This design comes from an exercise in tuning for a short achievable clock period and few clock cycles on the open sky130 flow, not from production work. At most, simulation tests tie the RTL to the original design; equivalence was not proved. Power is estimated from default activity; no workload was simulated.

==> inputs of 10-26 <==
==> flow/design.v <==
module cpu
(
   input  wire       rst,
   input  wire       clk,
   input  wire [7:0] imem_data,
   output wire [7:0] imem_addr,
   output wire       dmem_port_write,
   output wire [7:0] dmem_port_wdata,
   input  wire [7:0] dmem_port_rdata,
   output wire [7:0] dmem_port_addr
);
reg  [7:0] fa;         
reg        ph;         
reg  [7:0] op;         
reg  [7:0] acc;
reg  [7:0] zr;         
reg        cf;
reg        m_ld, m_li, m_alu, m_imm;
reg        m_st, m_sti;    
reg  [2:0] m_op;       
reg  [7:0] m_b;
reg  [7:0] daddr;
reg  [7:0] wdata;
reg        we;
reg        e_ld, e_li, e_alu;
reg  [2:0] e_op;
reg  [7:0] e_b;
assign imem_addr       = fa;
assign dmem_port_addr  = daddr;
assign dmem_port_wdata = wdata;
assign dmem_port_write = we;
function [8:0] ks_add;
   input [7:0] a;
   input [7:0] b;
   input       ci;
   reg   [7:0] g, p, g1, p1, g2, p2, g3;
   integer i;
   begin
      g = a & b;
      p = a ^ b;
      g[0] = g[0] | (p[0] & ci);
      for (i = 0; i < 8; i = i + 1) begin
         g1[i] = (i >= 1) ? (g[i] | (p[i] & g[i-1])) : g[i];
         p1[i] = (i >= 1) ? (p[i] & p[i-1]) : p[i];
      end
      for (i = 0; i < 8; i = i + 1) begin
         g2[i] = (i >= 2) ? (g1[i] | (p1[i] & g1[i-2])) : g1[i];
         p2[i] = (i >= 2) ? (p1[i] & p1[i-2]) : p1[i];
      end
      for (i = 0; i < 8; i = i + 1) begin
         g3[i] = (i >= 4) ? (g2[i] | (p2[i] & g2[i-4])) : g2[i];
      end
      ks_add = {g3[7], p ^ {g3[6:0], ci}};
   end
endfunction
function [7:0] ks_tgt;
   input [7:0] a;
   input [7:0] b;
   reg   [8:0] r;
   begin
      r      = ks_add(a, b, 1'b0);
      ks_tgt = r[7:0];
   end
endfunction
wire       sub = e_op[0];
wire [8:0] sum = ks_add(sub ? ~acc : acc, e_b, e_op[1] & cf);
reg  [7:0] lres;
always @(*) begin
   case (e_op[1:0])
   2'd0: lres = ~(acc & e_b);
   2'd1: lres = ~(acc | e_b);
   2'd2: lres = acc ^ e_b;
   default: lres = ~(acc ^ e_b);
   endcase
end
wire [7:0] ares    = e_op[2] ? lres : sub ? ~sum[7:0] : sum[7:0];
wire       acar    = ~e_op[2] & ~sub & sum[8];
wire [7:0] acc_nxt = e_alu ? ares : (e_ld | e_li) ? e_b : acc;
wire zf = ~|zr;
wire nf = zr[7];
function cond;
   input [1:0] j;
   input z, c, n;
   begin
      case (j)
      2'd0: cond = 1'b1;
      2'd1: cond = z;
      2'd2: cond = c;
      default: cond = n;
      endcase
   end
endfunction
wire [7:0] ni     = imem_data;
wire       n_used = (ni[7:2] == 6'b000000) ||
                    (((ni[7:6] == 2'b01) || (ni[7:6] == 2'b10)) && (ni[5:3] == 3'b000)) ||
                    (ni[7:2] == 6'b110000);
wire       n_jc   = (ni[7:2] == 6'b110000) && (ni[1:0] != 2'd0);
wire       fbusy  = m_alu | e_alu;
wire       skip   = ~n_used | (n_jc & ~fbusy & ~cond(ni[1:0], zf, cf, nf));
wire o_ls    = (op[7:2] == 6'b000000);
wire o_alu   = (op[7:6] == 2'b01 || op[7:6] == 2'b10) && (op[5:3] == 3'b000);
wire o_jmp   = (op[7:2] == 6'b110000);
wire o_load  = o_ls & (op[1:0] == 2'd0);
wire o_loadi = o_ls & (op[1:0] == 2'd1);
wire o_store = o_ls & (op[1:0] == 2'd2);
wire o_stori = o_ls & (op[1:0] == 2'd3);
wire o_wait  = o_jmp & (op[1:0] != 2'd0) & e_alu;
wire taken   = o_jmp & cond(op[1:0], zf, cf, nf);
always @(posedge clk or posedge rst) begin
   if (rst) begin
      fa    <= 8'd0;
      ph    <= 1'b0;
      op    <= 8'd0;
      acc   <= 8'd0;
      zr    <= 8'd1;
      cf    <= 1'b0;
      m_ld  <= 1'b0;
      m_li  <= 1'b0;
      m_alu <= 1'b0;
      m_imm <= 1'b0;
      m_st  <= 1'b0;
      m_sti <= 1'b0;
      m_op  <= 3'd0;
      m_b   <= 8'd0;
      daddr <= 8'd0;
      wdata <= 8'd0;
      we    <= 1'b0;
      e_ld  <= 1'b0;
      e_li  <= 1'b0;
      e_alu <= 1'b0;
      e_op  <= 3'd0;
      e_b   <= 8'd0;
   end
   else begin
      acc <= acc_nxt;
      if (e_alu) begin
         zr <= ares;
         cf <= acar;
      end
      e_ld  <= m_ld;
      e_li  <= m_li;
      e_alu <= m_alu;
      e_op  <= m_op;
      e_b   <= (m_imm | m_li) ? m_b : dmem_port_rdata;
      m_ld  <= 1'b0;
      m_li  <= 1'b0;
      m_alu <= 1'b0;
      m_st  <= 1'b0;
      m_sti <= 1'b0;
      we    <= m_st | m_sti;
      if (m_st) begin
         daddr <= m_b;
         wdata <= acc;
      end
      if (m_sti) begin
         daddr <= acc;
         wdata <= m_b;
      end
      if (!ph) begin
         op <= imem_data;
         if (skip) begin
            fa <= fa + 8'd2;
         end
         else begin
            fa <= fa + 8'd1;
            ph <= 1'b1;
         end
      end
      else if (!o_wait) begin
         ph    <= 1'b0;
         fa    <= taken ? ks_tgt(fa, imem_data) : fa + 8'd1;
         m_ld  <= o_load;
         m_li  <= o_loadi;
         m_alu <= o_alu;
         m_imm <= op[2];
         m_op  <= {op[7], op[1:0]};
         m_b   <= imem_data;
         m_st  <= o_store;
         m_sti <= o_stori;
         if (o_load | (o_alu & ~op[2]))
            daddr <= imem_data;
      end
   end
end
endmodule
==> flow/run.sh <==
#!/bin/bash
# synth_recipe.tcl (not shown) runs the flow's synth.tcl, then flattens the netlist and writes it again
# the make line also repeats each setting of config.mk as NAME=value (left out here)
make -C /OpenROAD-flow-scripts/flow DESIGN_CONFIG=/design/flow/config.mk WORK_HOME=/design/flow/orfs CLKGATE_MAP_FILE= SYNTH_SCRIPT=/design/flow/synth_recipe.tcl finish
==> flow/config.mk <==
export PLATFORM = sky130hd
export DESIGN_NAME = cpu
export DESIGN_NICKNAME = cpu
export VERILOG_FILES = /design/flow/design.v
export SDC_FILE = /design/flow/constraint.sdc
export NUM_CORES = 4
export LEC_CHECK = 0
export CAP_MARGIN = 20
export CORE_MARGIN = 2
export CORE_UTILIZATION = 40
export SETUP_SLACK_MARGIN = 4.8
export SLEW_MARGIN = 20
==> flow/constraint.sdc <==
create_clock -name core_clock -period 7.0 [get_ports {clk}]
set_input_delay 1.4000 -clock core_clock [delete_from_list [all_inputs] [get_ports {clk}]]
set_output_delay 1.4000 -clock core_clock [all_outputs]
set_load 0.01 [all_outputs]
==> 04-08 (differences from 10-26) <==
==> flow/design.v, changed modules only <==
module cpu
(
   input  wire       rst,
   input  wire       clk,
   input  wire [7:0] imem_data,
   output wire [7:0] imem_addr,
   output wire       dmem_port_write,
   output wire [7:0] dmem_port_wdata,
   input  wire [7:0] dmem_port_rdata,
   output wire [7:0] dmem_port_addr
);
reg  [7:0] fa;         
reg        ph;         
reg  [7:0] op;         
reg  [7:0] acc;        
reg  [7:0] zr;         
reg        cf;         
reg        pend_ld;    
reg        pend_alu;   
reg  [7:0] daddr;
reg  [7:0] wdata;
reg        we;
assign imem_addr       = fa;
assign dmem_port_addr  = daddr;
assign dmem_port_wdata = wdata;
assign dmem_port_write = we;
wire zf = ~|zr;
wire nf = zr[7];
wire o_ls    = (op[7:2] == 6'b000000);
wire o_alu   = (op[7:6] == 2'b01 || op[7:6] == 2'b10) && (op[5:3] == 3'b000);
wire o_jmp   = (op[7:2] == 6'b110000);
wire o_load  = o_ls & (op[1:0] == 2'd0);
wire o_loadi = o_ls & (op[1:0] == 2'd1);
wire o_store = o_ls & (op[1:0] == 2'd2);
wire o_stori = o_ls & (op[1:0] == 2'd3);
wire o_imm   = op[2];
function cond;
   input [1:0] j;
   input z, c, n;
   begin
      case (j)
      2'd0: cond = 1'b1;
      2'd1: cond = z;
      2'd2: cond = c;
      default: cond = n;
      endcase
   end
endfunction
wire [7:0] bop = ph ? imem_data : dmem_port_rdata;
wire       sub = op[0];
wire       cin = sub ? ~(op[1] & cf) : (op[1] & cf);
wire [8:0] sum = {1'b0, acc} + {1'b0, sub ? ~bop : bop} + {8'd0, cin};
reg  [7:0] lres;
always @(*) begin
   case (op[1:0])
   2'd0: lres = ~(acc & bop);
   2'd1: lres = ~(acc | bop);
   2'd2: lres = acc ^ bop;
   default: lres = ~(acc ^ bop);
   endcase
end
wire [7:0] ares = op[7] ? lres : sum[7:0];
wire       acar = ~op[7] & ~sub & sum[8];
wire [7:0] ni = imem_data;
wire n_used = (ni[7:2] == 6'b000000) ||
              (((ni[7:6] == 2'b01) || (ni[7:6] == 2'b10)) && (ni[5:3] == 3'b000)) ||
              (ni[7:2] == 6'b110000);
wire n_jc   = (ni[7:2] == 6'b110000) && (ni[1:0] != 2'd0);
wire skip   = ~n_used | (n_jc & ~pend_alu & ~cond(ni[1:0], zf, cf, nf));
wire taken  = o_jmp & cond(op[1:0], zf, cf, nf);
always @(posedge clk or posedge rst) begin
   if (rst) begin
      fa       <= 8'd0;
      ph       <= 1'b0;
      op       <= 8'd0;
      acc      <= 8'd0;
      zr       <= 8'd1;
      cf       <= 1'b0;
      pend_ld  <= 1'b0;
      pend_alu <= 1'b0;
      daddr    <= 8'd0;
      wdata    <= 8'd0;
      we       <= 1'b0;
   end
   else if (!ph) begin
      op       <= imem_data;
      pend_ld  <= 1'b0;
      pend_alu <= 1'b0;
      we       <= 1'b0;
      if (pend_ld)
         acc <= dmem_port_rdata;
      if (pend_alu) begin
         acc <= ares;
         zr  <= ares;
         cf  <= acar;
      end
      if (skip) begin
         fa <= fa + 8'd2;
      end
      else begin
         fa <= fa + 8'd1;
         ph <= 1'b1;
      end
   end
   else begin
      ph <= 1'b0;
      fa <= taken ? fa + imem_data : fa + 8'd1;
      if (o_loadi)
         acc <= imem_data;
      if (o_alu & o_imm) begin
         acc <= ares;
         zr  <= ares;
         cf  <= acar;
      end
      if (o_load | (o_alu & ~o_imm)) begin
         daddr    <= imem_data;
         pend_ld  <= o_load;
         pend_alu <= o_alu;
      end
      if (o_store) begin
         daddr <= imem_data;
         wdata <= acc;
         we    <= 1'b1;
      end
      if (o_stori) begin
         daddr <= acc;
         wdata <= imem_data;
         we    <= 1'b1;
      end
   end
end
endmodule
- SETUP_SLACK_MARGIN: 4.8 -> unset
==> impl_metrics.py <==
metrics = {
    "power": {
        "swShare": 0.374,
    },
    "synth": {
        "synth-seq-area-share": 0.395,
    },
    "critical_path": {
        "required_ns": 7.20,
        "critPathLaunch": "imem_data[7]",
    },
    "run_status": {
        "outcome": "timing/DRC/antenna clean",
    },
    "routing": {
        "drt_iter0_markers": 314,
    },
    "global_routing": {
        "use_met2": 0.319,
    },
    "clock_tree": {
        "root_buffer": "clkbuf_16",
    },
    "floorplanning": {
        "start_util": 0.410,
    },
}
# the run above: 10-26

==> impl_metrics.py <==
metrics = {
    "synth": {
        "synth-seq-area-share": 0.326,
    },
    "run_status": {
        "outcome": "timing/DRC/antenna clean",
    },
    "power": {
        "swShare": 0.395,
    },
    "critical_path": {
        "required_ns": 7.25,
    },
    "floorplanning": {
        "start_util": 0.415,
    },
    "routing": {
        "drt_iter0_markers": 186,
    },
}
# the run above: 04-08

Testbench counts of 04-08, summed over its fixed seeds: cycles 125,497.
Only the layout flow was run in 10-26; the RTL was not checked for function there.

==> 02-01: inputs <==
Another version of the RTL of cpu (not shown whole).
Settings: LEC_CHECK=0, ABC_CLOCK_PERIOD_IN_PS=3000, CAP_MARGIN=20, CORE_MARGIN=2, CORE_UTILIZATION=60, SETUP_SLACK_MARGIN=4.5, SLEW_MARGIN=20; clock period 7.0 ns.
run.sh (not shown) runs the stock make flow with config.mk's settings and CLKGATE_MAP_FILE= SYNTH_SCRIPT=/design/flow/synth_recipe.tcl, a recipe that flattens the netlist after the stock synthesis.
==> 05-24 (differences from 02-01) <==
ABC_CLOCK_PERIOD_IN_PS = default   (was 3000)
CORE_UTILIZATION = 40   (was 60)
==> 05-09 (differences from 02-01) <==
==> flow/design.v, changed modules only <==
module cpu
(
   input  wire       rst,
   input  wire       clk,
   input  wire [7:0] imem_data,
   output wire [7:0] imem_addr,
   output wire       dmem_port_write,
   output wire [7:0] dmem_port_wdata,
   input  wire [7:0] dmem_port_rdata,
   output wire [7:0] dmem_port_addr
);
localparam LB  = 5;                
localparam NL  = 1 << LB;          
localparam TB  = 7 - LB;           
localparam WIN = 8'd32;            
reg  [7:0]    fa;                  
reg  [7:0]    pf;                  
reg  [7:0]    pc;                  
reg  [7:0]    pc2;                 
reg  [7:0]    pd;                  
reg           pfsel;               
reg  [7:0]    pf1, pd1;            
reg  [NL-1:0] oh2;                 
reg  [3:0]    tha;                 
reg  [7:0]    thb;                 
reg  [7:0]    ir_op;
reg           ir_opv;
reg  [7:0]    ir_arg;
reg           ir_argv;
reg  [7:0]    tgt;                 
reg           q_jmp, q_cj, q_alu, q_ls, q_used;    
reg  [7:0]    lop [0:NL-1];        
reg  [7:0]    larg[0:NL-1];        
reg  [7:0]    ltg [0:NL-1];        
reg  [4:0]    lpd [0:NL-1];        
reg  [TB-1:0] ltag[0:NL-1];
reg  [NL-1:0] vlo, vhi;            
reg  [7:0]    acc;
reg  [7:0]    zr;                  
reg           cf;
reg           ex_ld;               
reg           ex_li;               
reg           ex_alu;              
reg           ex_imm;              
reg           ex_st, ex_sti;       
reg  [2:0]    ex_op;               
reg  [7:0]    ex_b;
reg  [7:0]    daddr;
reg  [7:0]    wdata;
reg           we;
assign imem_addr       = fa;
assign dmem_port_addr  = daddr;
assign dmem_port_wdata = wdata;
assign dmem_port_write = we;
function [8:0] ks_add;
   input [7:0] a;
   input [7:0] b;
   input       ci;
   reg   [7:0] g, p, g1, p1, g2, p2, g3;
   integer i;
   begin
      g = a & b;
      p = a ^ b;
      g[0] = g[0] | (p[0] & ci);
      for (i = 0; i < 8; i = i + 1) begin
         g1[i] = (i >= 1) ? (g[i] | (p[i] & g[i-1])) : g[i];
         p1[i] = (i >= 1) ? (p[i] & p[i-1]) : p[i];
      end
      for (i = 0; i < 8; i = i + 1) begin
         g2[i] = (i >= 2) ? (g1[i] | (p1[i] & g1[i-2])) : g1[i];
         p2[i] = (i >= 2) ? (p1[i] & p1[i-2]) : p1[i];
      end
      for (i = 0; i < 8; i = i + 1) begin
         g3[i] = (i >= 4) ? (g2[i] | (p2[i] & g2[i-4])) : g2[i];
      end
      ks_add = {g3[7], p ^ {g3[6:0], ci}};
   end
endfunction
function [7:0] ks_tgt;
   input [7:0] a;
   input [7:0] b;
   reg   [8:0] r;
   begin
      r      = ks_add(a, b, 1'b0);
      ks_tgt = r[7:0];
   end
endfunction
wire [7:0] bop = ex_imm ? ex_b : dmem_port_rdata;
wire       sub = ex_op[0];
wire [8:0] sum = ks_add(sub ? ~acc : acc, bop, ex_op[1] & cf);
reg  [7:0] lres;
always @(*) begin
   case (ex_op[1:0])
   2'd0: lres = ~(acc & bop);
   2'd1: lres = ~(acc | bop);
   2'd2: lres = acc ^ bop;
   default: lres = ~(acc ^ bop);
   endcase
end
wire [7:0] ares = ex_op[2] ? lres : sub ? ~sum[7:0] : sum[7:0];
wire       acar = ~ex_op[2] & ~sub & sum[8];
wire [7:0] acc_fwd = ex_alu ? ares : ex_ld ? dmem_port_rdata : ex_li ? ex_b : acc;
function [4:0] predecode;             
   input [7:0] o;
   reg ls, alu, jmp;
   begin
      ls  = (o[7:2] == 6'b000000);
      alu = (o[7:6] == 2'b01 || o[7:6] == 2'b10) && (o[5:3] == 3'b000);
      jmp = (o[7:2] == 6'b110000);
      predecode = {jmp, jmp & (o[1:0] != 2'd0), alu, ls, ls | alu | jmp};
   end
endfunction
function [NL-1:0] onehot;
   input [LB-1:0] i;
   begin
      onehot    = {NL{1'b0}};
      onehot[i] = 1'b1;
   end
endfunction
function [3:0] onehot2;
   input [1:0] i;
   begin
      onehot2    = 4'd0;
      onehot2[i] = 1'b1;
   end
endfunction
function [7:0] onehot3;
   input [2:0] i;
   begin
      onehot3    = 8'd0;
      onehot3[i] = 1'b1;
   end
endfunction
reg [NL-1:0] oht;                  
integer      j;
always @(*) begin
   for (j = 0; j < NL; j = j + 1)
      oht[j] = tha[j / 8] & thb[j % 8];
end
reg [7:0]    r2_op, r2_arg, r2_tg, rt_op, rt_arg, rt_tg;
reg [4:0]    r2_pd, rt_pd;
reg [TB-1:0] r2_tag, rt_tag;
integer      k;
always @(*) begin
   r2_op = 8'd0; r2_arg = 8'd0; r2_tg = 8'd0; r2_pd = 5'd0; r2_tag = {TB{1'b0}};
   rt_op = 8'd0; rt_arg = 8'd0; rt_tg = 8'd0; rt_pd = 5'd0; rt_tag = {TB{1'b0}};
   for (k = 0; k < NL; k = k + 1) begin
      r2_op  = r2_op  | (lop[k]  & {8{oh2[k]}});
      r2_arg = r2_arg | (larg[k] & {8{oh2[k]}});
      r2_tg  = r2_tg  | (ltg[k]  & {8{oh2[k]}});
      r2_pd  = r2_pd  | (lpd[k]  & {5{oh2[k]}});
      r2_tag = r2_tag | (ltag[k] & {TB{oh2[k]}});
      rt_op  = rt_op  | (lop[k]  & {8{oht[k]}});
      rt_arg = rt_arg | (larg[k] & {8{oht[k]}});
      rt_tg  = rt_tg  | (ltg[k]  & {8{oht[k]}});
      rt_pd  = rt_pd  | (lpd[k]  & {5{oht[k]}});
      rt_tag = rt_tag | (ltag[k] & {TB{oht[k]}});
   end
end
wire r2_lo = |(vlo & oh2);
wire r2_hi = |(vhi & oh2);
wire rt_lo = |(vlo & oht);
wire rt_hi = |(vhi & oht);
wire [7:0]    pc1 = pc + 8'd1;
wire [7:0]    pc3 = pc2 + 8'd1;
wire [7:0]    tg1 = tgt + 8'd1;
wire m2  = ~pc2[0] && (r2_tag == pc2[7:LB+1]);
wire mt  = ~tgt[0] && (rt_tag == tgt[7:LB+1]);
wire p0  = (fa == pc);
wire p1  = (fa == pc1);
wire p2  = (fa == pc2);
wire p3  = (fa == pc3);
wire pt  = (fa == tgt);
wire pt1 = (fa == tg1);
wire a2  = (m2 & r2_lo) | p2;
wire a3  = (m2 & r2_hi) | p3;
wire at  = (mt & rt_lo) | pt;
wire at1 = (mt & rt_hi) | pt1;
wire [7:0] fsum = ks_tgt(fa, imem_data);    
wire [4:0] fpd  = predecode(imem_data);
wire [7:0] b2  = p2  ? imem_data : r2_op;
wire [4:0] e2  = p2  ? fpd       : r2_pd;
wire [7:0] b3  = p3  ? imem_data : r2_arg;
wire [7:0] g3  = p3  ? fsum      : r2_tg;
wire [7:0] bt  = pt  ? imem_data : rt_op;
wire [4:0] et  = pt  ? fpd       : rt_pd;
wire [7:0] bt1 = pt1 ? imem_data : rt_arg;
wire [7:0] gt1 = pt1 ? fsum      : rt_tg;
wire zf = ~|zr;
wire nf = zr[7];
wire d_load  = q_ls & (ir_op[1:0] == 2'd0);
wire d_loadi = q_ls & (ir_op[1:0] == 2'd1);
wire d_store = q_ls & (ir_op[1:0] == 2'd2);
wire d_stori = q_ls & (ir_op[1:0] == 2'd3);
reg cnd;
always @(*) begin
   case (ir_op[1:0])
   2'd0: cnd = 1'b1;
   2'd1: cnd = zf;
   2'd2: cnd = cf;
   default: cnd = nf;
   endcase
end
wire hz      = (q_cj & ex_alu) | ((ex_st | ex_sti) & ((q_ls & (ir_op[1:0] == 2'd0)) | (q_alu & ~ir_op[2])));
wire needarg = q_used & ~(q_jmp & ~cnd);
wire issue   = ir_opv & (ir_argv | ~needarg) & ~hz;
wire tk      = q_jmp & cnd;           
wire iseq    = issue & ~tk;
wire itk     = issue & tk;
wire m_op  = ~(ir_opv | p0);
wire m_arg = ~(ir_argv | p1);
wire [7:0] pfe  = pfsel ? pf1 : pf;
wire [7:0] pde  = pfsel ? pd1 : pd;
wire [7:0] pd_s = pde;
wire [7:0] pd_q = pde - 8'd2;
wire [7:0] pd_t = pfe - tgt;
wire       cl_s = pd_s[7] | (pd_s < 8'd3);
wire       cl_q = pd_q[7] | (pd_q < 8'd3);
wire       cl_t = pd_t[7] | (pd_t < 8'd3);
wire [7:0] pf_s = cl_s ? pc + 8'd3  : pfe;
wire [7:0] pf_q = cl_q ? pc2 + 8'd3 : pfe;
wire [7:0] pf_t = cl_t ? tgt + 8'd3 : pfe;
wire [7:0] pe_s = cl_s ? 8'd3 : pd_s;
wire [7:0] pe_q = cl_q ? 8'd3 : pd_q;
wire [7:0] pe_t = cl_t ? 8'd3 : pd_t;
wire [7:0] pfx  = itk ? pf_t : iseq ? pf_q : pf_s;
wire [7:0] pex  = itk ? pe_t : iseq ? pe_q : pe_s;
wire       pok  = itk ? (pe_t < WIN) : iseq ? (pe_q < WIN) : (pe_s < WIN);
wire [7:0] npc  = itk ? tgt : iseq ? pc2 : pc;
function [8:0] first_missing;         
   input       v0, v1, v2, v3;
   input [7:0] a0, a1, a2, a3;
   begin
      if (!v0)      first_missing = {1'b1, a0};
      else if (!v1) first_missing = {1'b1, a1};
      else if (!v2) first_missing = {1'b1, a2};
      else if (!v3) first_missing = {1'b1, a3};
      else          first_missing = {1'b0, a0};
   end
endfunction
wire [8:0] dm_s = first_missing(ir_opv | p0, ir_argv | p1, a2, a3, pc, pc1, pc2, pc3);
wire [8:0] dm_q = first_missing(a2, a3, 1'b1, 1'b1, pc2, pc3, pc2, pc3);
wire [8:0] dm_t = first_missing(at, at1, 1'b1, 1'b1, tgt, tg1, tgt, tg1);
wire [8:0] dem  = itk ? dm_t : iseq ? dm_q : dm_s;
wire [LB-1:0] wi    = fa[LB:1];
wire          wsame = (ltag[wi] == fa[7:LB+1]);
always @(posedge clk) begin
   ltag[wi] <= fa[7:LB+1];
   if (!fa[0]) begin
      lop[wi]  <= imem_data;
      lpd[wi]  <= fpd;
   end
   else begin
      larg[wi] <= imem_data;
      ltg[wi]  <= fsum;
   end
end
always @(posedge clk or posedge rst) begin
   if (rst) begin
      vlo <= {NL{1'b0}};
      vhi <= {NL{1'b0}};
   end
   else if (!fa[0]) begin
      vlo[wi] <= 1'b1;
      if (!wsame)
         vhi[wi] <= 1'b0;
   end
   else begin
      vhi[wi] <= 1'b1;
      if (!wsame)
         vlo[wi] <= 1'b0;
   end
end
always @(posedge clk or posedge rst) begin
   if (rst) begin
      fa      <= 8'd0;
      pf      <= 8'd3;
      pd      <= 8'd3;
      pfsel   <= 1'b0;
      pf1     <= 8'd4;
      pd1     <= 8'd4;
      oh2     <= {{(NL-2){1'b0}}, 2'b10};
      tha     <= 4'd1;
      thb     <= 8'd1;
      pc      <= 8'd0;
      pc2     <= 8'd2;
      ir_op   <= 8'd0;
      ir_opv  <= 1'b0;
      ir_arg  <= 8'd0;
      ir_argv <= 1'b0;
      tgt     <= 8'd0;
      q_jmp   <= 1'b0;
      q_cj    <= 1'b0;
      q_alu   <= 1'b0;
      q_ls    <= 1'b0;
      q_used  <= 1'b0;
   end
   else begin
      pf  <= pfx;
      pd  <= pex;
      pf1 <= pfx + 8'd1;
      pd1 <= pex + 8'd1;
      if (dem[8]) begin
         fa    <= dem[7:0];
         pfsel <= 1'b0;
      end
      else if (pok) begin
         fa    <= pfx;
         pfsel <= 1'b1;
      end
      else begin
         fa    <= npc;
         pfsel <= 1'b0;
      end
      if (itk) begin
         pc      <= tgt;
         pc2     <= tgt + 8'd2;
         oh2     <= {oht[NL-2:0], oht[NL-1]};
         ir_opv  <= at;
         ir_op   <= bt;
         {q_jmp, q_cj, q_alu, q_ls, q_used} <= et;
         ir_argv <= at1;
         ir_arg  <= bt1;
         tgt     <= gt1;
         tha     <= onehot2(gt1[5:4]);
         thb     <= onehot3(gt1[3:1]);
      end
      else if (iseq) begin
         pc      <= pc2;
         pc2     <= pc2 + 8'd2;
         oh2     <= {oh2[NL-2:0], oh2[NL-1]};
         ir_opv  <= a2;
         ir_op   <= b2;
         {q_jmp, q_cj, q_alu, q_ls, q_used} <= e2;
         ir_argv <= a3;
         ir_arg  <= b3;
         tgt     <= g3;
         tha     <= onehot2(g3[5:4]);
         thb     <= onehot3(g3[3:1]);
      end
      else begin
         if (!ir_opv && p0) begin
            ir_opv <= 1'b1;
            ir_op  <= imem_data;
            {q_jmp, q_cj, q_alu, q_ls, q_used} <= predecode(imem_data);
         end
         if (!ir_argv && p1) begin
            ir_argv <= 1'b1;
            ir_arg  <= imem_data;
            tgt     <= fsum;
            tha     <= onehot2(fsum[5:4]);
         thb     <= onehot3(fsum[3:1]);
         end
      end
   end
end
always @(posedge clk or posedge rst) begin
   if (rst) begin
      acc    <= 8'd0;
      zr     <= 8'd1;
      cf     <= 1'b0;
      ex_ld  <= 1'b0;
      ex_li  <= 1'b0;
      ex_alu <= 1'b0;
      ex_imm <= 1'b0;
      ex_st  <= 1'b0;
      ex_sti <= 1'b0;
      ex_op  <= 3'd0;
      ex_b   <= 8'd0;
      daddr  <= 8'd0;
      wdata  <= 8'd0;
      we     <= 1'b0;
   end
   else begin
      acc <= acc_fwd;
      if (ex_alu) begin
         zr <= ares;
         cf <= acar;
      end
      ex_ld  <= issue & d_load;
      ex_li  <= issue & d_loadi;
      ex_alu <= issue & q_alu;
      ex_st  <= issue & d_store;
      ex_sti <= issue & d_stori;
      we     <= ex_st | ex_sti;
      if (ex_st) begin
         daddr <= ex_b;
         wdata <= acc;
      end
      if (ex_sti) begin
         daddr <= acc;
         wdata <= ex_b;
      end
      if (issue) begin
         ex_imm <= ir_op[2];
         ex_op  <= {ir_op[7], ir_op[1:0]};
         ex_b   <= ir_arg;
         if (d_load | (q_alu & ~ir_op[2]))
            daddr <= ir_arg;
      end
   end
end
endmodule
ABC_CLOCK_PERIOD_IN_PS = default   (was 3000)
CORE_UTILIZATION = 40   (was 60)
==> comparison table <==
item                                                                              05-09       02-01       05-24
Sequential area share after synthesis                                            60.37%      55.87%      55.87%
Horizontal extent of the die                                                   368.3 um    307.3 um    375.5 um
Final period utilization                                                         54.22%      52.11%      52.50%
Critical Path Stages                                                                 15          12          10
Switching power                                                               0.01502 W   0.01414 W   0.01387 W
Drt total wl                                                                  278600 um   206000 um   200600 um
Leakage power                                                                  24.95 nW    24.97 nW    25.03 nW
Result of the run                                              timing/DRC/antenna clean  timing/DRC/antenna clean  timing/DRC/antenna clean
Fin util                                                                         52.69%      75.95%      51.25%
Tot Pwr                                                                       0.03405 W   0.03447 W   0.03444 W
Portion of synthesized cell area occupied by the leading cell type               48.88%      46.99%      46.99%
Register clock-pin slew on the reported worst setup and hold paths              0.06 ns     0.06 ns     0.07 ns
Fraction of area in multi-input gates                                            32.74%      37.07%      36.70%
Met1 WL                                                                        88810 um    70110 um    74840 um
Number of standard cells after synthesis                                           4351        3827        3827
Crit path max fanout                                                                  4          21           7
Data arrival time of the worst path                                             4.45 ns     4.23 ns     4.29 ns
Post-route insts no fill                                                           6660        5504        6124
Yosys cell types                                                                     90          89          89
Startpoint of the worst register-to-register path                                 pfsel      tgt[5]     ithn[0]
Share of synthesized cell area in full adder, half adder and majority cells      1.565%      1.459%      1.459%
Post-CTS Setup Bufs                                                                 311         282         246
Multiplexer area fraction after synthesis                                        2.711%      23.36%      23.36%
Hold Slack                                                                    0.4903 ns   0.4798 ns   0.4842 ns
XOR/XNOR share of the synthesized area                                           2.013%      1.978%      1.978%
Testbench counts of 02-01, summed over its fixed seeds: cycles 86,042.
Testbench counts of 05-24, summed over its fixed seeds: cycles 86,042.
Function not checked in 05-09: the RTL went through the layout flow alone.

what the ideal ports hide:
The flow's constraints put no driver on any port. The routed layouts listed below were extracted and timed again, unchanged, in two steps. Step 1, drivers: a clkbuf_16 drives clk and a buf_2 each remaining input, both assumed. Step 2, shift: input delay + t, output delay - t, t = (earliest + latest rising clock arrival at the registers) / 2. This alone moves slack from input paths to output paths. Three values: no drivers, after step 1, after step 2; two values: the first two.
run | t (ns) | setup slack, ns | worst setup path after step 2
10-26 | 0.377 | 4.234 / 4.224 / 3.847 | input to register
04-08 | 0.346 | 2.786 / 2.796 / 2.451 | input to register
02-01 | 0.813 | 3.352 / 3.352 / 2.989 | input to register
05-24 | 0.845 | 3.325 / 3.325 / 3.056 | input to register
05-09 | 0.848 | 3.204 / 3.204 / 2.817 | input to register
After both steps setup and hold are still met in every run listed.
